What follows belongs to an exercise in optimizing a design on an open flow for small area, a short achievable clock period and few clock cycles per item; a production flow would make more cautious choices.
Function not checked in this run: the RTL went through the layout flow alone.

==> design/flow/design.v <==
module boothsalgo(clock, reset, signal_in, mcand, mplier, product, done_signal, addOP, subOP);
    input clock, reset, signal_in;
    input signed [31:0] mcand;
    input signed [31:0] mplier;
    output reg signed [63:0] product;
    output reg done_signal;
    output reg [4:0] addOP;
    reg m31;              
    output reg [4:0] subOP;
    reg [31:0] X;         
    reg [31:0] L;         
    reg [31:0] H;         
    reg        busy;
    reg [3:0] sel;    
    reg [3:0] sel_n;  
    reg [1:0] idx;   
    wire mcand_fit1 = (~|mcand[31:7]) | (&mcand[31:7]);
    wire mcand_fit2 = (~|mcand[31:15]) | (&mcand[31:15]);
    wire mcand_fit3 = (~|mcand[31:23]) | (&mcand[31:23]);
    wire [1:0] n_mcand = mcand_fit1 ? 2'd0 : (mcand_fit2 ? 2'd1 : (mcand_fit3 ? 2'd2 : (3)));
    wire mplier_fit1 = (~|mplier[31:7]) | (&mplier[31:7]);
    wire mplier_fit2 = (~|mplier[31:15]) | (&mplier[31:15]);
    wire mplier_fit3 = (~|mplier[31:23]) | (&mplier[31:23]);
    wire [1:0] n_mplier = mplier_fit1 ? 2'd0 : (mplier_fit2 ? 2'd1 : (mplier_fit3 ? 2'd2 : (3)));
    wire swap = n_mcand < n_mplier;
    wire [8:0] ys = {swap ? mcand[7:0] : mplier[7:0], 1'b0};
    wire [8:0] yn = L[15:7];
    wire [33:0] xe = {{2{X[31]}}, X};
    wire [33:0] x2 = {X[31], X, 1'b0};
    reg one0, two0, neg0;
    reg one0_n, two0_n, neg0_n;    
    wire ones0 = ys[0] ^ ys[1];
    wire twos0 = (ys[2] & ~ys[1] & ~ys[0]) | (~ys[2] & ys[1] & ys[0]);
    wire onen0 = yn[0] ^ yn[1];
    wire twon0 = (yn[2] & ~yn[1] & ~yn[0]) | (~yn[2] & yn[1] & yn[0]);
    wire [33:0] pp0 = {(({17{~one0_n}} & xe[33:17]) | ({17{~two0_n}} & x2[33:17])) ^ {17{~neg0_n}},
                         (({17{one0}} & xe[16:0]) | ({17{two0}} & x2[16:0])) ^ {17{neg0}}};
    reg one1, two1, neg1;
    reg one1_n, two1_n, neg1_n;    
    wire ones1 = ys[2] ^ ys[3];
    wire twos1 = (ys[4] & ~ys[3] & ~ys[2]) | (~ys[4] & ys[3] & ys[2]);
    wire onen1 = yn[2] ^ yn[3];
    wire twon1 = (yn[4] & ~yn[3] & ~yn[2]) | (~yn[4] & yn[3] & yn[2]);
    wire [33:0] pp1 = {(({17{~one1_n}} & xe[33:17]) | ({17{~two1_n}} & x2[33:17])) ^ {17{~neg1_n}},
                         (({17{one1}} & xe[16:0]) | ({17{two1}} & x2[16:0])) ^ {17{neg1}}};
    reg one2, two2, neg2;
    reg one2_n, two2_n, neg2_n;    
    wire ones2 = ys[4] ^ ys[5];
    wire twos2 = (ys[6] & ~ys[5] & ~ys[4]) | (~ys[6] & ys[5] & ys[4]);
    wire onen2 = yn[4] ^ yn[5];
    wire twon2 = (yn[6] & ~yn[5] & ~yn[4]) | (~yn[6] & yn[5] & yn[4]);
    wire [33:0] pp2 = {(({17{~one2_n}} & xe[33:17]) | ({17{~two2_n}} & x2[33:17])) ^ {17{~neg2_n}},
                         (({17{one2}} & xe[16:0]) | ({17{two2}} & x2[16:0])) ^ {17{neg2}}};
    reg one3, two3, neg3;
    reg one3_n, two3_n, neg3_n;    
    wire ones3 = ys[6] ^ ys[7];
    wire twos3 = (ys[8] & ~ys[7] & ~ys[6]) | (~ys[8] & ys[7] & ys[6]);
    wire onen3 = yn[6] ^ yn[7];
    wire twon3 = (yn[8] & ~yn[7] & ~yn[6]) | (~yn[8] & yn[7] & yn[6]);
    wire [33:0] pp3 = {(({17{~one3_n}} & xe[33:17]) | ({17{~two3_n}} & x2[33:17])) ^ {17{~neg3_n}},
                         (({17{one3}} & xe[16:0]) | ({17{two3}} & x2[16:0])) ^ {17{neg3}}};
    always @(posedge clock) begin
        one0 <= signal_in ? ones0 : onen0;
        two0 <= signal_in ? twos0 : twon0;
        neg0 <= signal_in ? ys[2] : yn[2];
        one0_n <= ~(signal_in ? ones0 : onen0);
        two0_n <= ~(signal_in ? twos0 : twon0);
        neg0_n <= ~(signal_in ? ys[2] : yn[2]);
        one1 <= signal_in ? ones1 : onen1;
        two1 <= signal_in ? twos1 : twon1;
        neg1 <= signal_in ? ys[4] : yn[4];
        one1_n <= ~(signal_in ? ones1 : onen1);
        two1_n <= ~(signal_in ? twos1 : twon1);
        neg1_n <= ~(signal_in ? ys[4] : yn[4]);
        one2 <= signal_in ? ones2 : onen2;
        two2 <= signal_in ? twos2 : twon2;
        neg2 <= signal_in ? ys[6] : yn[6];
        one2_n <= ~(signal_in ? ones2 : onen2);
        two2_n <= ~(signal_in ? twos2 : twon2);
        neg2_n <= ~(signal_in ? ys[6] : yn[6]);
        one3 <= signal_in ? ones3 : onen3;
        two3 <= signal_in ? twos3 : twon3;
        neg3 <= signal_in ? ys[8] : yn[8];
        one3_n <= ~(signal_in ? ones3 : onen3);
        two3_n <= ~(signal_in ? twos3 : twon3);
        neg3_n <= ~(signal_in ? ys[8] : yn[8]);
    end
    wire [31:0] Hg = H & {32{idx != 2'd0}};    
    wire cs1;
    wire cs2;
    wire cs3;
    wire cs4;
    wire cs5;
    wire cs6;
    wire cs7;
    wire cs8;
    wire cs9;
    wire cs10;
    wire cs11;
    wire cs12;
    wire cs13;
    wire cs14;
    wire cs15;
    wire cs16;
    wire cs17;
    wire cs18;
    wire cs19;
    wire cs20;
    wire cs21;
    wire cs22;
    wire cs23;
    wire cs24;
    wire cs25;
    wire cs26;
    wire cs27;
    wire cs28;
    wire cs29;
    wire cs30;
    wire cs31;
    wire cs32;
    wire cs33;
    wire cs34;
    wire cs35;
    wire cs36;
    wire cs37;
    wire cs38;
    wire cs39;
    wire cs40;
    wire cs41;
    wire cs42;
    wire cs43;
    wire cs44;
    wire cs45;
    wire cs46;
    wire cs47;
    wire cs48;
    wire cs49;
    wire cs50;
    wire cs51;
    wire cs52;
    wire cs53;
    wire cs54;
    wire cs55;
    wire cs56;
    wire cs57;
    wire cs58;
    wire cs59;
    wire cs60;
    wire cs61;
    wire cs62;
    wire cs63;
    wire cs64;
    wire cs65;
    wire cs66;
    wire cs67;
    wire cs68;
    wire cs69;
    wire cs70;
    wire cs71;
    wire cs72;
    wire cs73;
    wire cs74;
    wire cs75;
    wire cs76;
    wire cs77;
    wire cs78;
    wire cs79;
    wire cs80;
    wire cs81;
    wire cs82;
    wire cs83;
    wire cs84;
    wire cs85;
    wire cs86;
    wire cs87;
    wire cs88;
    wire cs89;
    wire cs90;
    wire cs91;
    wire cs92;
    wire cs93;
    wire cs94;
    wire cs95;
    wire cs96;
    wire cs97;
    wire cs98;
    wire cs99;
    wire cs100;
    wire cs101;
    wire cs102;
    wire cs103;
    wire cs104;
    wire cs105;
    wire cs106;
    wire cs107;
    wire cs108;
    wire cs109;
    wire cs110;
    wire cs111;
    wire cs112;
    wire cs113;
    wire cs114;
    wire cs115;
    wire cs116;
    wire cs117;
    wire cs118;
    wire cs119;
    wire cs120;
    wire cs121;
    wire cs122;
    wire cs123;
    wire cs124;
    wire cs125;
    wire cs126;
    wire cs127;
    wire cs128;
    wire cs129;
    wire cs130;
    wire cs131;
    wire cs132;
    wire cs133;
    wire cs134;
    wire cs135;
    wire cs136;
    wire cs137;
    wire cs138;
    wire cs139;
    wire cs140;
    wire cs141;
    wire cs142;
    wire cs143;
    wire cs144;
    wire cs145;
    wire cs146;
    wire cs147;
    wire cs148;
    wire cs149;
    wire cs150;
    wire cs151;
    wire cs152;
    wire cs153;
    wire cs154;
    wire cs155;
    wire cs156;
    wire cs157;
    wire cs158;
    wire cs159;
    wire cs160;
    wire cs161;
    wire cs162;
    wire cs163;
    wire cs164;
    wire cs165;
    wire cs166;
    wire cs167;
    wire cs168;
    wire cs169;
    wire cs170;
    wire cs171;
    wire cs172;
    wire cs173;
    wire cs174;
    wire cs175;
    wire cs176;
    wire cs177;
    wire cs178;
    wire cs179;
    wire cs180;
    wire cs181;
    wire cs182;
    wire cs183;
    wire cs184;
    wire cs185;
    wire cs186;
    wire cs187;
    wire cs188;
    wire cs189;
    wire cs190;
    wire cs191;
    wire cs192;
    wire cs193;
    wire cs194;
    wire cs195;
    wire cs196;
    wire cs197;
    wire cs198;
    wire cs199;
    wire cs200;
    wire cs201;
    wire cs202;
    wire cs203;
    wire cs204;
    wire cs205;
    wire cs206;
    wire cs207;
    wire cs208;
    wire cs209;
    wire cs210;
    wire cs211;
    wire cs212;
    wire cs213;
    wire cs214;
    wire cs215;
    wire cs216;
    wire cs217;
    wire cs218;
    wire cs219;
    wire cs220;
    wire cs221;
    wire cs222;
    wire cs223;
    wire cs224;
    wire cs225;
    wire cs226;
    wire cs227;
    wire cs228;
    wire cs229;
    wire cs230;
    wire cs231;
    wire cs232;
    wire cs233;
    wire cs234;
    wire cs235;
    wire cs236;
    wire cs237;
    wire cs238;
    wire cs239;
    wire cs240;
    wire cs241;
    wire cs242;
    wire cs243;
    wire cs244;
    wire cs245;
    wire cs246;
    wire cs247;
    wire cs248;
    wire cs249;
    wire cs250;
    wire cs251;
    wire cs252;
    wire cs253;
    wire cs254;
    wire cs255;
    wire cs256;
    wire cs257;
    wire cs258;
    wire cs259;
    wire cs260;
    wire cs261;
    wire cs262;
    wire cs263;
    wire cs264;
    assign cs1 = Hg[4] ^ pp0[4];
    assign cs2 = Hg[4] & pp0[4];
    assign cs3 = Hg[5] ^ pp0[5];
    assign cs4 = Hg[5] & pp0[5];
    assign cs5 = Hg[6] ^ pp0[6] ^ pp1[4];
    assign cs6 = (Hg[6] & pp0[6]) | (Hg[6] & pp1[4]) | (pp0[6] & pp1[4]);
    assign cs7 = pp2[2] ^ pp3[0];
    assign cs8 = pp2[2] & pp3[0];
    assign cs9 = Hg[7] ^ pp0[7] ^ pp1[5];
    assign cs10 = (Hg[7] & pp0[7]) | (Hg[7] & pp1[5]) | (pp0[7] & pp1[5]);
    assign cs11 = pp2[3] ^ pp3[1];
    assign cs12 = pp2[3] & pp3[1];
    assign cs13 = Hg[8] ^ pp0[8] ^ pp1[6];
    assign cs14 = (Hg[8] & pp0[8]) | (Hg[8] & pp1[6]) | (pp0[8] & pp1[6]);
    assign cs15 = pp2[4] ^ pp3[2];
    assign cs16 = pp2[4] & pp3[2];
    assign cs17 = Hg[9] ^ pp0[9] ^ pp1[7];
    assign cs18 = (Hg[9] & pp0[9]) | (Hg[9] & pp1[7]) | (pp0[9] & pp1[7]);
    assign cs19 = pp2[5] ^ pp3[3];
    assign cs20 = pp2[5] & pp3[3];
    assign cs21 = Hg[10] ^ pp0[10] ^ pp1[8];
    assign cs22 = (Hg[10] & pp0[10]) | (Hg[10] & pp1[8]) | (pp0[10] & pp1[8]);
    assign cs23 = pp2[6] ^ pp3[4];
    assign cs24 = pp2[6] & pp3[4];
    assign cs25 = Hg[11] ^ pp0[11] ^ pp1[9];
    assign cs26 = (Hg[11] & pp0[11]) | (Hg[11] & pp1[9]) | (pp0[11] & pp1[9]);
    assign cs27 = pp2[7] ^ pp3[5];
    assign cs28 = pp2[7] & pp3[5];
    assign cs29 = Hg[12] ^ pp0[12] ^ pp1[10];
    assign cs30 = (Hg[12] & pp0[12]) | (Hg[12] & pp1[10]) | (pp0[12] & pp1[10]);
    assign cs31 = pp2[8] ^ pp3[6];
    assign cs32 = pp2[8] & pp3[6];
    assign cs33 = Hg[13] ^ pp0[13] ^ pp1[11];
    assign cs34 = (Hg[13] & pp0[13]) | (Hg[13] & pp1[11]) | (pp0[13] & pp1[11]);
    assign cs35 = pp2[9] ^ pp3[7];
    assign cs36 = pp2[9] & pp3[7];
    assign cs37 = Hg[14] ^ pp0[14] ^ pp1[12];
    assign cs38 = (Hg[14] & pp0[14]) | (Hg[14] & pp1[12]) | (pp0[14] & pp1[12]);
    assign cs39 = pp2[10] ^ pp3[8];
    assign cs40 = pp2[10] & pp3[8];
    assign cs41 = Hg[15] ^ pp0[15] ^ pp1[13];
    assign cs42 = (Hg[15] & pp0[15]) | (Hg[15] & pp1[13]) | (pp0[15] & pp1[13]);
    assign cs43 = pp2[11] ^ pp3[9];
    assign cs44 = pp2[11] & pp3[9];
    assign cs45 = Hg[16] ^ pp0[16] ^ pp1[14];
    assign cs46 = (Hg[16] & pp0[16]) | (Hg[16] & pp1[14]) | (pp0[16] & pp1[14]);
    assign cs47 = pp2[12] ^ pp3[10];
    assign cs48 = pp2[12] & pp3[10];
    assign cs49 = Hg[17] ^ pp0[17] ^ pp1[15];
    assign cs50 = (Hg[17] & pp0[17]) | (Hg[17] & pp1[15]) | (pp0[17] & pp1[15]);
    assign cs51 = pp2[13] ^ pp3[11];
    assign cs52 = pp2[13] & pp3[11];
    assign cs53 = Hg[18] ^ pp0[18] ^ pp1[16];
    assign cs54 = (Hg[18] & pp0[18]) | (Hg[18] & pp1[16]) | (pp0[18] & pp1[16]);
    assign cs55 = pp2[14] ^ pp3[12];
    assign cs56 = pp2[14] & pp3[12];
    assign cs57 = Hg[19] ^ pp0[19] ^ pp1[17];
    assign cs58 = (Hg[19] & pp0[19]) | (Hg[19] & pp1[17]) | (pp0[19] & pp1[17]);
    assign cs59 = pp2[15] ^ pp3[13];
    assign cs60 = pp2[15] & pp3[13];
    assign cs61 = Hg[20] ^ pp0[20] ^ pp1[18];
    assign cs62 = (Hg[20] & pp0[20]) | (Hg[20] & pp1[18]) | (pp0[20] & pp1[18]);
    assign cs63 = pp2[16] ^ pp3[14];
    assign cs64 = pp2[16] & pp3[14];
    assign cs65 = Hg[21] ^ pp0[21] ^ pp1[19];
    assign cs66 = (Hg[21] & pp0[21]) | (Hg[21] & pp1[19]) | (pp0[21] & pp1[19]);
    assign cs67 = pp2[17] ^ pp3[15];
    assign cs68 = pp2[17] & pp3[15];
    assign cs69 = Hg[22] ^ pp0[22] ^ pp1[20];
    assign cs70 = (Hg[22] & pp0[22]) | (Hg[22] & pp1[20]) | (pp0[22] & pp1[20]);
    assign cs71 = pp2[18] ^ pp3[16];
    assign cs72 = pp2[18] & pp3[16];
    assign cs73 = Hg[23] ^ pp0[23] ^ pp1[21];
    assign cs74 = (Hg[23] & pp0[23]) | (Hg[23] & pp1[21]) | (pp0[23] & pp1[21]);
    assign cs75 = pp2[19] ^ pp3[17];
    assign cs76 = pp2[19] & pp3[17];
    assign cs77 = Hg[24] ^ pp0[24] ^ pp1[22];
    assign cs78 = (Hg[24] & pp0[24]) | (Hg[24] & pp1[22]) | (pp0[24] & pp1[22]);
    assign cs79 = pp2[20] ^ pp3[18];
    assign cs80 = pp2[20] & pp3[18];
    assign cs81 = Hg[25] ^ pp0[25] ^ pp1[23];
    assign cs82 = (Hg[25] & pp0[25]) | (Hg[25] & pp1[23]) | (pp0[25] & pp1[23]);
    assign cs83 = pp2[21] ^ pp3[19];
    assign cs84 = pp2[21] & pp3[19];
    assign cs85 = Hg[26] ^ pp0[26] ^ pp1[24];
    assign cs86 = (Hg[26] & pp0[26]) | (Hg[26] & pp1[24]) | (pp0[26] & pp1[24]);
    assign cs87 = pp2[22] ^ pp3[20];
    assign cs88 = pp2[22] & pp3[20];
    assign cs89 = Hg[27] ^ pp0[27] ^ pp1[25];
    assign cs90 = (Hg[27] & pp0[27]) | (Hg[27] & pp1[25]) | (pp0[27] & pp1[25]);
    assign cs91 = pp2[23] ^ pp3[21];
    assign cs92 = pp2[23] & pp3[21];
    assign cs93 = Hg[28] ^ pp0[28] ^ pp1[26];
    assign cs94 = (Hg[28] & pp0[28]) | (Hg[28] & pp1[26]) | (pp0[28] & pp1[26]);
    assign cs95 = pp2[24] ^ pp3[22];
    assign cs96 = pp2[24] & pp3[22];
    assign cs97 = Hg[29] ^ pp0[29] ^ pp1[27];
    assign cs98 = (Hg[29] & pp0[29]) | (Hg[29] & pp1[27]) | (pp0[29] & pp1[27]);
    assign cs99 = pp2[25] ^ pp3[23];
    assign cs100 = pp2[25] & pp3[23];
    assign cs101 = Hg[30] ^ pp0[30] ^ pp1[28];
    assign cs102 = (Hg[30] & pp0[30]) | (Hg[30] & pp1[28]) | (pp0[30] & pp1[28]);
    assign cs103 = pp2[26] ^ pp3[24];
    assign cs104 = pp2[26] & pp3[24];
    assign cs105 = ~Hg[31] ^ pp0[31] ^ pp1[29];
    assign cs106 = (~Hg[31] & pp0[31]) | (~Hg[31] & pp1[29]) | (pp0[31] & pp1[29]);
    assign cs107 = pp2[27] ^ pp3[25] ^ 1'b1;
    assign cs108 = (pp2[27] & pp3[25]) | (pp2[27] & 1'b1) | (pp3[25] & 1'b1);
    assign cs109 = pp0[32] ^ pp1[30] ^ pp2[28];
    assign cs110 = (pp0[32] & pp1[30]) | (pp0[32] & pp2[28]) | (pp1[30] & pp2[28]);
    assign cs111 = pp3[26] ^ 1'b1;
    assign cs112 = pp3[26] & 1'b1;
    assign cs113 = ~pp0[33] ^ pp1[31] ^ pp2[29];
    assign cs114 = (~pp0[33] & pp1[31]) | (~pp0[33] & pp2[29]) | (pp1[31] & pp2[29]);
    assign cs115 = pp1[32] ^ pp2[30];
    assign cs116 = pp1[32] & pp2[30];
    assign cs117 = Hg[2] ^ pp0[2];
    assign cs118 = Hg[2] & pp0[2];
    assign cs119 = Hg[3] ^ pp0[3];
    assign cs120 = Hg[3] & pp0[3];
    assign cs121 = cs1 ^ pp1[2] ^ pp2[0];
    assign cs122 = (cs1 & pp1[2]) | (cs1 & pp2[0]) | (pp1[2] & pp2[0]);
    assign cs123 = cs2 ^ cs3 ^ pp1[3];
    assign cs124 = (cs2 & cs3) | (cs2 & pp1[3]) | (cs3 & pp1[3]);
    assign cs125 = cs4 ^ cs5 ^ cs7;
    assign cs126 = (cs4 & cs5) | (cs4 & cs7) | (cs5 & cs7);
    assign cs127 = cs6 ^ cs8 ^ cs9;
    assign cs128 = (cs6 & cs8) | (cs6 & cs9) | (cs8 & cs9);
    assign cs129 = cs10 ^ cs12 ^ cs13;
    assign cs130 = (cs10 & cs12) | (cs10 & cs13) | (cs12 & cs13);
    assign cs131 = cs14 ^ cs16 ^ cs17;
    assign cs132 = (cs14 & cs16) | (cs14 & cs17) | (cs16 & cs17);
    assign cs133 = cs18 ^ cs20 ^ cs21;
    assign cs134 = (cs18 & cs20) | (cs18 & cs21) | (cs20 & cs21);
    assign cs135 = cs22 ^ cs24 ^ cs25;
    assign cs136 = (cs22 & cs24) | (cs22 & cs25) | (cs24 & cs25);
    assign cs137 = cs26 ^ cs28 ^ cs29;
    assign cs138 = (cs26 & cs28) | (cs26 & cs29) | (cs28 & cs29);
    assign cs139 = cs30 ^ cs32 ^ cs33;
    assign cs140 = (cs30 & cs32) | (cs30 & cs33) | (cs32 & cs33);
    assign cs141 = cs34 ^ cs36 ^ cs37;
    assign cs142 = (cs34 & cs36) | (cs34 & cs37) | (cs36 & cs37);
    assign cs143 = cs38 ^ cs40 ^ cs41;
    assign cs144 = (cs38 & cs40) | (cs38 & cs41) | (cs40 & cs41);
    assign cs145 = cs42 ^ cs44 ^ cs45;
    assign cs146 = (cs42 & cs44) | (cs42 & cs45) | (cs44 & cs45);
    assign cs147 = cs46 ^ cs48 ^ cs49;
    assign cs148 = (cs46 & cs48) | (cs46 & cs49) | (cs48 & cs49);
    assign cs149 = cs50 ^ cs52 ^ cs53;
    assign cs150 = (cs50 & cs52) | (cs50 & cs53) | (cs52 & cs53);
    assign cs151 = cs54 ^ cs56 ^ cs57;
    assign cs152 = (cs54 & cs56) | (cs54 & cs57) | (cs56 & cs57);
    assign cs153 = cs58 ^ cs60 ^ cs61;
    assign cs154 = (cs58 & cs60) | (cs58 & cs61) | (cs60 & cs61);
    assign cs155 = cs62 ^ cs64 ^ cs65;
    assign cs156 = (cs62 & cs64) | (cs62 & cs65) | (cs64 & cs65);
    assign cs157 = cs66 ^ cs68 ^ cs69;
    assign cs158 = (cs66 & cs68) | (cs66 & cs69) | (cs68 & cs69);
    assign cs159 = cs70 ^ cs72 ^ cs73;
    assign cs160 = (cs70 & cs72) | (cs70 & cs73) | (cs72 & cs73);
    assign cs161 = cs74 ^ cs76 ^ cs77;
    assign cs162 = (cs74 & cs76) | (cs74 & cs77) | (cs76 & cs77);
    assign cs163 = cs78 ^ cs80 ^ cs81;
    assign cs164 = (cs78 & cs80) | (cs78 & cs81) | (cs80 & cs81);
    assign cs165 = cs82 ^ cs84 ^ cs85;
    assign cs166 = (cs82 & cs84) | (cs82 & cs85) | (cs84 & cs85);
    assign cs167 = cs86 ^ cs88 ^ cs89;
    assign cs168 = (cs86 & cs88) | (cs86 & cs89) | (cs88 & cs89);
    assign cs169 = cs90 ^ cs92 ^ cs93;
    assign cs170 = (cs90 & cs92) | (cs90 & cs93) | (cs92 & cs93);
    assign cs171 = cs94 ^ cs96 ^ cs97;
    assign cs172 = (cs94 & cs96) | (cs94 & cs97) | (cs96 & cs97);
    assign cs173 = cs98 ^ cs100 ^ cs101;
    assign cs174 = (cs98 & cs100) | (cs98 & cs101) | (cs100 & cs101);
    assign cs175 = cs102 ^ cs104 ^ cs105;
    assign cs176 = (cs102 & cs104) | (cs102 & cs105) | (cs104 & cs105);
    assign cs177 = cs106 ^ cs108 ^ cs109;
    assign cs178 = (cs106 & cs108) | (cs106 & cs109) | (cs108 & cs109);
    assign cs179 = cs110 ^ cs112 ^ cs113;
    assign cs180 = (cs110 & cs112) | (cs110 & cs113) | (cs112 & cs113);
    assign cs181 = cs114 ^ cs115 ^ pp3[28];
    assign cs182 = (cs114 & cs115) | (cs114 & pp3[28]) | (cs115 & pp3[28]);
    assign cs183 = cs116 ^ ~pp1[33] ^ pp2[31];
    assign cs184 = (cs116 & ~pp1[33]) | (cs116 & pp2[31]) | (~pp1[33] & pp2[31]);
    assign cs185 = pp2[32] ^ pp3[30];
    assign cs186 = pp2[32] & pp3[30];
    assign cs187 = Hg[0] ^ pp0[0];
    assign cs188 = Hg[0] & pp0[0];
    assign cs189 = Hg[1] ^ pp0[1];
    assign cs190 = Hg[1] & pp0[1];
    assign cs191 = cs117 ^ pp1[0] ^ neg1;
    assign cs192 = (cs117 & pp1[0]) | (cs117 & neg1) | (pp1[0] & neg1);
    assign cs193 = cs118 ^ cs119 ^ pp1[1];
    assign cs194 = (cs118 & cs119) | (cs118 & pp1[1]) | (cs119 & pp1[1]);
    assign cs195 = cs120 ^ cs121 ^ neg2;
    assign cs196 = (cs120 & cs121) | (cs120 & neg2) | (cs121 & neg2);
    assign cs197 = cs122 ^ cs123 ^ pp2[1];
    assign cs198 = (cs122 & cs123) | (cs122 & pp2[1]) | (cs123 & pp2[1]);
    assign cs199 = cs124 ^ cs125 ^ neg3;
    assign cs200 = (cs124 & cs125) | (cs124 & neg3) | (cs125 & neg3);
    assign cs201 = cs126 ^ cs127 ^ cs11;
    assign cs202 = (cs126 & cs127) | (cs126 & cs11) | (cs127 & cs11);
    assign cs203 = cs128 ^ cs129 ^ cs15;
    assign cs204 = (cs128 & cs129) | (cs128 & cs15) | (cs129 & cs15);
    assign cs205 = cs130 ^ cs131 ^ cs19;
    assign cs206 = (cs130 & cs131) | (cs130 & cs19) | (cs131 & cs19);
    assign cs207 = cs132 ^ cs133 ^ cs23;
    assign cs208 = (cs132 & cs133) | (cs132 & cs23) | (cs133 & cs23);
    assign cs209 = cs134 ^ cs135 ^ cs27;
    assign cs210 = (cs134 & cs135) | (cs134 & cs27) | (cs135 & cs27);
    assign cs211 = cs136 ^ cs137 ^ cs31;
    assign cs212 = (cs136 & cs137) | (cs136 & cs31) | (cs137 & cs31);
    assign cs213 = cs138 ^ cs139 ^ cs35;
    assign cs214 = (cs138 & cs139) | (cs138 & cs35) | (cs139 & cs35);
    assign cs215 = cs140 ^ cs141 ^ cs39;
    assign cs216 = (cs140 & cs141) | (cs140 & cs39) | (cs141 & cs39);
    assign cs217 = cs142 ^ cs143 ^ cs43;
    assign cs218 = (cs142 & cs143) | (cs142 & cs43) | (cs143 & cs43);
    assign cs219 = cs144 ^ cs145 ^ cs47;
    assign cs220 = (cs144 & cs145) | (cs144 & cs47) | (cs145 & cs47);
    assign cs221 = cs146 ^ cs147 ^ cs51;
    assign cs222 = (cs146 & cs147) | (cs146 & cs51) | (cs147 & cs51);
    assign cs223 = cs148 ^ cs149 ^ cs55;
    assign cs224 = (cs148 & cs149) | (cs148 & cs55) | (cs149 & cs55);
    assign cs225 = cs150 ^ cs151 ^ cs59;
    assign cs226 = (cs150 & cs151) | (cs150 & cs59) | (cs151 & cs59);
    assign cs227 = cs152 ^ cs153 ^ cs63;
    assign cs228 = (cs152 & cs153) | (cs152 & cs63) | (cs153 & cs63);
    assign cs229 = cs154 ^ cs155 ^ cs67;
    assign cs230 = (cs154 & cs155) | (cs154 & cs67) | (cs155 & cs67);
    assign cs231 = cs156 ^ cs157 ^ cs71;
    assign cs232 = (cs156 & cs157) | (cs156 & cs71) | (cs157 & cs71);
    assign cs233 = cs158 ^ cs159 ^ cs75;
    assign cs234 = (cs158 & cs159) | (cs158 & cs75) | (cs159 & cs75);
    assign cs235 = cs160 ^ cs161 ^ cs79;
    assign cs236 = (cs160 & cs161) | (cs160 & cs79) | (cs161 & cs79);
    assign cs237 = cs162 ^ cs163 ^ cs83;
    assign cs238 = (cs162 & cs163) | (cs162 & cs83) | (cs163 & cs83);
    assign cs239 = cs164 ^ cs165 ^ cs87;
    assign cs240 = (cs164 & cs165) | (cs164 & cs87) | (cs165 & cs87);
    assign cs241 = cs166 ^ cs167 ^ cs91;
    assign cs242 = (cs166 & cs167) | (cs166 & cs91) | (cs167 & cs91);
    assign cs243 = cs168 ^ cs169 ^ cs95;
    assign cs244 = (cs168 & cs169) | (cs168 & cs95) | (cs169 & cs95);
    assign cs245 = cs170 ^ cs171 ^ cs99;
    assign cs246 = (cs170 & cs171) | (cs170 & cs99) | (cs171 & cs99);
    assign cs247 = cs172 ^ cs173 ^ cs103;
    assign cs248 = (cs172 & cs173) | (cs172 & cs103) | (cs173 & cs103);
    assign cs249 = cs174 ^ cs175 ^ cs107;
    assign cs250 = (cs174 & cs175) | (cs174 & cs107) | (cs175 & cs107);
    assign cs251 = cs176 ^ cs177 ^ cs111;
    assign cs252 = (cs176 & cs177) | (cs176 & cs111) | (cs177 & cs111);
    assign cs253 = cs178 ^ cs179 ^ pp3[27];
    assign cs254 = (cs178 & cs179) | (cs178 & pp3[27]) | (cs179 & pp3[27]);
    assign cs255 = cs180 ^ cs181 ^ 1'b1;
    assign cs256 = (cs180 & cs181) | (cs180 & 1'b1) | (cs181 & 1'b1);
    assign cs257 = cs182 ^ cs183 ^ pp3[29];
    assign cs258 = (cs182 & cs183) | (cs182 & pp3[29]) | (cs183 & pp3[29]);
    assign cs259 = cs184 ^ cs185 ^ 1'b1;
    assign cs260 = (cs184 & cs185) | (cs184 & 1'b1) | (cs185 & 1'b1);
    assign cs261 = cs186 ^ ~pp2[33] ^ pp3[31];
    assign cs262 = (cs186 & ~pp2[33]) | (cs186 & pp3[31]) | (~pp2[33] & pp3[31]);
    assign cs263 = pp3[32] ^ 1'b1;
    assign cs264 = pp3[32] & 1'b1;
    wire [39:0] sum = {cs264, cs262, cs260, cs258, cs256, cs254, cs252, cs250, cs248, cs246, cs244, cs242, cs240, cs238, cs236, cs234, cs232, cs230, cs228, cs226, cs224, cs222, cs220, cs218, cs216, cs214, cs212, cs210, cs208, cs206, cs204, cs202, cs200, cs198, cs196, cs194, cs192, cs190, cs188, cs187} + {~pp3[33], cs263, cs261, cs259, cs257, cs255, cs253, cs251, cs249, cs247, cs245, cs243, cs241, cs239, cs237, cs235, cs233, cs231, cs229, cs227, cs225, cs223, cs221, cs219, cs217, cs215, cs213, cs211, cs209, cs207, cs205, cs203, cs201, cs199, cs197, cs195, cs193, cs191, cs189, neg0};
    wire [31:0] rises = mplier & ~{mplier[30:0], 1'b0};
    reg [11:0] gcnt;      
    wire [2:0] gn0;
    wire [2:0] gn1;
    wire [2:0] gn2;
    wire [2:0] gn3;
    wire gq1;
    wire gq2;
    wire gq3;
    wire gq4;
    wire gq5;
    wire gq6;
    wire gq7;
    wire gq8;
    wire gq9;
    wire gq10;
    wire gq11;
    wire gq12;
    wire gq13;
    wire gq14;
    wire gq15;
    wire gq16;
    assign gq1 = (rises[0] | rises[1]) ^ (rises[2] | rises[3]);
    assign gq2 = (rises[0] | rises[1]) & (rises[2] | rises[3]);
    assign gq3 = gq1 ^ (rises[4] | rises[5]);
    assign gq4 = gq1 & (rises[4] | rises[5]);
    assign gn0 = {1'b0, gq4, gq3} + {1'b0, gq2, (rises[6] | rises[7])};
    assign gq5 = (rises[8] | rises[9]) ^ (rises[10] | rises[11]);
    assign gq6 = (rises[8] | rises[9]) & (rises[10] | rises[11]);
    assign gq7 = gq5 ^ (rises[12] | rises[13]);
    assign gq8 = gq5 & (rises[12] | rises[13]);
    assign gn1 = {1'b0, gq8, gq7} + {1'b0, gq6, (rises[14] | rises[15])};
    assign gq9 = (rises[16] | rises[17]) ^ (rises[18] | rises[19]);
    assign gq10 = (rises[16] | rises[17]) & (rises[18] | rises[19]);
    assign gq11 = gq9 ^ (rises[20] | rises[21]);
    assign gq12 = gq9 & (rises[20] | rises[21]);
    assign gn2 = {1'b0, gq12, gq11} + {1'b0, gq10, (rises[22] | rises[23])};
    assign gq13 = (rises[24] | rises[25]) ^ (rises[26] | rises[27]);
    assign gq14 = (rises[24] | rises[25]) & (rises[26] | rises[27]);
    assign gq15 = gq13 ^ (rises[28] | rises[29]);
    assign gq16 = gq13 & (rises[28] | rises[29]);
    assign gn3 = {1'b0, gq16, gq15} + {1'b0, gq14, (rises[30] | rises[31])};
    always @(posedge clock) gcnt <= {gn3, gn2, gn1, gn0};
    wire pc1;
    wire pc2;
    wire pc3;
    wire pc4;
    wire pc5;
    wire pc6;
    wire pc7;
    wire pc8;
    wire pc9;
    wire pc10;
    wire pc11;
    wire pc12;
    assign pc1 = gcnt[0] ^ gcnt[3];
    assign pc2 = gcnt[0] & gcnt[3];
    assign pc3 = gcnt[1] ^ gcnt[4] ^ gcnt[7];
    assign pc4 = (gcnt[1] & gcnt[4]) | (gcnt[1] & gcnt[7]) | (gcnt[4] & gcnt[7]);
    assign pc5 = gcnt[2] ^ gcnt[5] ^ gcnt[8];
    assign pc6 = (gcnt[2] & gcnt[5]) | (gcnt[2] & gcnt[8]) | (gcnt[5] & gcnt[8]);
    assign pc7 = pc1 ^ gcnt[6];
    assign pc8 = pc1 & gcnt[6];
    assign pc9 = pc2 ^ pc3 ^ gcnt[10];
    assign pc10 = (pc2 & pc3) | (pc2 & gcnt[10]) | (pc3 & gcnt[10]);
    assign pc11 = pc4 ^ pc5 ^ gcnt[11];
    assign pc12 = (pc4 & pc5) | (pc4 & gcnt[11]) | (pc5 & gcnt[11]);
    wire [4:0] nsub = {1'b0, pc12, pc10, pc8, pc7} + {1'b0, pc6, pc11, pc9, gcnt[9]};
    wire [63:0] al0 = $signed({H, L}) >>> 24;
    wire [63:0] al1 = $signed({H, L}) >>> 16;
    wire [63:0] al2 = $signed({H, L}) >>> 8;
    wire [63:0] al3 = $signed({H, L}) >>> 0;
    always @(posedge clock) begin
        if (reset) begin
            busy <= 1'b0;
            done_signal <= 1'b0;
        end else if (signal_in) begin
            X <= swap ? mplier : mcand;
            L <= swap ? mcand : mplier;
            sel <= 4'd1 << (swap ? n_mcand : n_mplier);
            sel_n <= ~(4'd1 << (swap ? n_mcand : n_mplier));
            idx <= 2'd0;
            busy <= 1'b1;
            done_signal <= 1'b0;
            m31 <= mplier[31];
        end else if (busy) begin
            if (idx == 2'd0) subOP <= nsub;
            H <= sum[39:8];
            L <= {sum[7:0], L[31:8]};
            idx <= idx + 1'b1;
            if (sel[idx]) begin
                busy <= 1'b0;
                done_signal <= 1'b1;
            end
        end
    end
    always @(*) begin
        addOP = subOP - {4'd0, m31};
        product = 64'd0;
        product[31:0] = product[31:0] | ({32{sel[0]}} & al0[31:0]);
        product[63:32] = product[63:32] | ({32{~sel_n[0]}} & al0[63:32]);
        product[31:0] = product[31:0] | ({32{sel[1]}} & al1[31:0]);
        product[63:32] = product[63:32] | ({32{~sel_n[1]}} & al1[63:32]);
        product[31:0] = product[31:0] | ({32{sel[2]}} & al2[31:0]);
        product[63:32] = product[63:32] | ({32{~sel_n[2]}} & al2[63:32]);
        product[31:0] = product[31:0] | ({32{sel[3]}} & al3[31:0]);
        product[63:32] = product[63:32] | ({32{~sel_n[3]}} & al3[63:32]);
    end
endmodule
==> design/flow/run.sh <==
#!/bin/bash
# synth_recipe.tcl (not shown) runs the flow's synth.tcl, then flattens the netlist and writes it again
# the make line also repeats each setting of config.mk as NAME=value (left out here)
make -C /OpenROAD-flow-scripts/flow DESIGN_CONFIG=/design/flow/config.mk WORK_HOME=/design/flow/orfs CLKGATE_MAP_FILE= SYNTH_SCRIPT=/design/flow/synth_recipe.tcl finish
==> design/flow/config.mk <==
export PLATFORM = sky130hd
export DESIGN_NAME = boothsalgo
export DESIGN_NICKNAME = boothsalgo
export VERILOG_FILES = /design/flow/design.v
export SDC_FILE = /design/flow/constraint.sdc
export NUM_CORES = 4
export LEC_CHECK = 0
export ABC_AREA = 1
export CAP_MARGIN = 20
export CORE_MARGIN = 2
export CORE_UTILIZATION = 40
export SETUP_SLACK_MARGIN = 2.0
export SLEW_MARGIN = 20
==> design/flow/constraint.sdc <==
create_clock -name core_clock -period 6.5 [get_ports {clock}]
set_input_delay 1.3000 -clock core_clock [delete_from_list [all_inputs] [get_ports {clock}]]
set_output_delay 1.3000 -clock core_clock [all_outputs]
set_load 0.01 [all_outputs]
==> summary.txt <==
==> registers in the layout (all words and copies together), names as in the netlist, 2 cells and up <==
signal,count
H,32
L,32
X,32
gcnt,12
subOP,5
sel,4
sel_n,4
idx,2
==> worst paths after layout <==
check / startpoint / end / cells past startpoint
worst max-delay path: two1$_DFF_P_ / H[5]$_DFFE_PP_ / 14
worst min-delay path: gcnt[9]$_DFF_P_ / subOP[0]$_DFFE_PP_ / 1
worst max register to register: two1$_DFF_P_ / H[5]$_DFFE_PP_ / 14
worst min register to register: gcnt[9]$_DFF_P_ / subOP[0]$_DFFE_PP_ / 1
==> layout by cell type, fill, tap and decap left out, drive strengths merged, types with 13 or more instances in the layout <==
master	synthesis	routed
buf	14	60
fa	105	105
dfxtp	38	38
clkdlybuf4s50	0	140
ha	100	100
nand2	298	298
a31oi	15	15
inv	421	421
o22ai	165	165
nor2	143	143
edfxtp	112	112
a21oi	126	126
nor3	13	13
clkbuf	71	19
nand3	46	46
xnor2	17	17
xor2	153	153
o21ai	172	172
==> area by class of cell <==
cell class | instances | area, um^2
diodes | 1 | 2.50
clock inverters | 14 | 176
inverters | 423 | 1630
fillers | 3883 | 19800
flip-flops and latches | 150 | 4160
well taps | 525 | 657
repair inverters | 3 | 22.5
multi-input cells | 1425 | 10900
clock buffers | 18 | 450
repair buffers | 201 | 1920
==> through the flow <==
stage	util	hold slack, ps
global placement	0.451	543
finish	0.502	552
global route	0.502	556
floorplan	-	491
CTS	0.480	554
detailed placement	0.451	521
==> per-layer routing <==
metal,vias up,GRT usage,wire length [um],part of all wire
met2,805,0.474,28200,0.46
met1,7421,0.396,25700,0.42
met3,127,0.0501,5220,0.084
li1,7125,-,-,-
met4,0,0.112,2710,0.044
met5,-,0,0,0
==> cells by family after synthesis <==
group | share of synthesized area
and+or+nand+nor | 0.132
AOI/OAI and AO/OA | 0.187
xor gates and xnor gates | 0.0928
adders and majority gates | 0.210
DFF | 0.257
buffers and inverters | 0.121
==> critical path, delay by kind of cell, from the launching register on <==
family                   cells  cell delay (ps)
AND/OR/NAND/NOR              4              460
flip-flops                   1              380
AO/OA/AOI/OAI                2              450
adder cells (fa/ha/maj)      4             1830
XOR/XNOR                     2              740
buffers and inverters        2              370
==> repair_timing <==
| action | in CTS | in global routing |
|---|---|---|
| pin swaps | 8 | 28 |
| resized for setup | 97 | 174 |
| endpoints found under the setup margin | 33 | 60 |
| cloned | 2 | 1 |
| hold endpoints to repair | 0 | 0 |
| setup buffers | 24 | 26 |
==> summary.txt <==
Syn Nets around 2.4k; register area share after synthesis 0.257; H-tree levels 4; Yosys Warn Count 1; Mapped Area approximately 0.016 mm^2; clock period minus worst slack about 4500 ps; final setup TNS 0 ps; initial antenna violation count 1; GRT overflow 0; layout cells sized above 1 0.131; Starting Density 0.405; Slew @ Worst Pin about 1000 ps; most frequent cell after synthesis inv_1; synthesized flop and latch total 150; number of synthesized flops with an enable pin 112; Yosys top cell by area edfxtp_1; Synth top cells by count inv_1 (418), nand2_1 (296), o22ai_1 (165); Cell Rows 73; Routed WL just over 60000 um; input/output buffers 141; top post-synthesis cells by area edfxtp_1 (21%), fa_1 (13%), inv_1 (9.8%); HPWL Detailed just under 50000 um; CTS tree yes; first-pass GRT wire length 91000 um; CP Launch Type register; critical path class register to register; R2R Setup Slk 2000 ps; GRT Overall Usage 0.295; Layout Skew about 28 ps; Final Hold Vio Count 0; Worst path most repeated cell fa_1; vias in the first global route between 10k and 15k; critical path cell sequence clkinvlp_4 > o22ai_1 > xor2_1 > fa_1 > fa_1 > fa_1 > ha_2 > nand2_2 > buf_4 > nor2_1 > nand2_1 > nand3_1 > o21ai_0 > xnor2_1; path type of the worst min-delay path register to register; critical path's slowest cell fa_1; syn avg cell area approximately 7.7 um^2; nets ~2.5k; Slowest Stage Delay on Critical Path between 500 and 600 ps; crit-path max FO 7; Max Fclk around 220 MHz; clock latency at the later pin of the worst-skew pair between 400 and 500 ps; Synth async-reset ratio 0; number of distinct library cells after synthesis 45; fin cells roughly 2.8k; Clk Tree Root Cell clkbuf_16; CTS sink count 150; Vias/cell between 5 and 6; Final ANT Viol Nets 0; Critical Path Sink Type register; routed via count 15.5k; GPL Wtd Cong 0.988; Final Setup Violations 0; Final period util 0.692; final instance area about 0.02 mm^2; total die area approximately 0.042 mm^2; max-cap violations 0; setup ws final between 2000 and 2500 ps; core area a little under 0.04 mm^2; Clock transition at path regs approximately 80 ps; Die Ht around 200 um; deepest clock path buffer count 2; DRC Markers 0; Post-DP Area 0.0179 mm^2; Hold Buf Count CTS 0; CP arrival between 4000 and 5000 ps; CTS Buf Count 17; prevailing post-synth register cell edfxtp_1; CP required 6690 ps; drt first pass iters 10; RSZ-0062 raised after global routing true; Rel. slew slack 0.296; Gate Count Post-Synth ~2.1k; Max Slew Vio Count 0; outcome timing/DRC/antenna clean; Iteration-0 DRC Markers ~1.7k; Avg WL per Cell about 22 um; largest net degree at the start of global routing between 80 and 90; pre-CTS WS between 700 and 800 ps; die width between 200 and 250 um; synthesis-to-layout area growth 23.9%; Synth top area share 0.210; Top-Level Pins approximately 140; Post-Place Cells roughly 2.7k

[port drivers added, routing unchanged]
In the flow no input, the clock included, has a driving cell. The finished layout below was timed again as built, in two steps. Step 1 (the two cells are an assumption about what drives the block):
set clk [get_ports {clock}]
set_driving_cell -lib_cell sky130_fd_sc_hd__clkbuf_16 $clk
set_driving_cell -lib_cell sky130_fd_sc_hd__buf_2 [delete_from_list [all_inputs] $clk]
Step 2 also shifts input and output timing later by t, the mid clock arrival at the registers, as if the neighbouring blocks saw the same clock. Slacks: ideal ports / drivers / drivers and shift; pairs: ideal ports / drivers.
t (ns): 0.509
setup slack, ns: 2.001 / 2.001 / 1.981
worst hold slack (ns): 0.552 / 0.552 / 0.552
clock arrival spread, ns: 0.028 / 0.028
slew at the worst register clock pin (ns): 0.09 / 0.09
After both steps this run still meets setup and hold. The setup slack of this run moves by 0.000 ns with the drivers and by -0.020 ns with both steps.
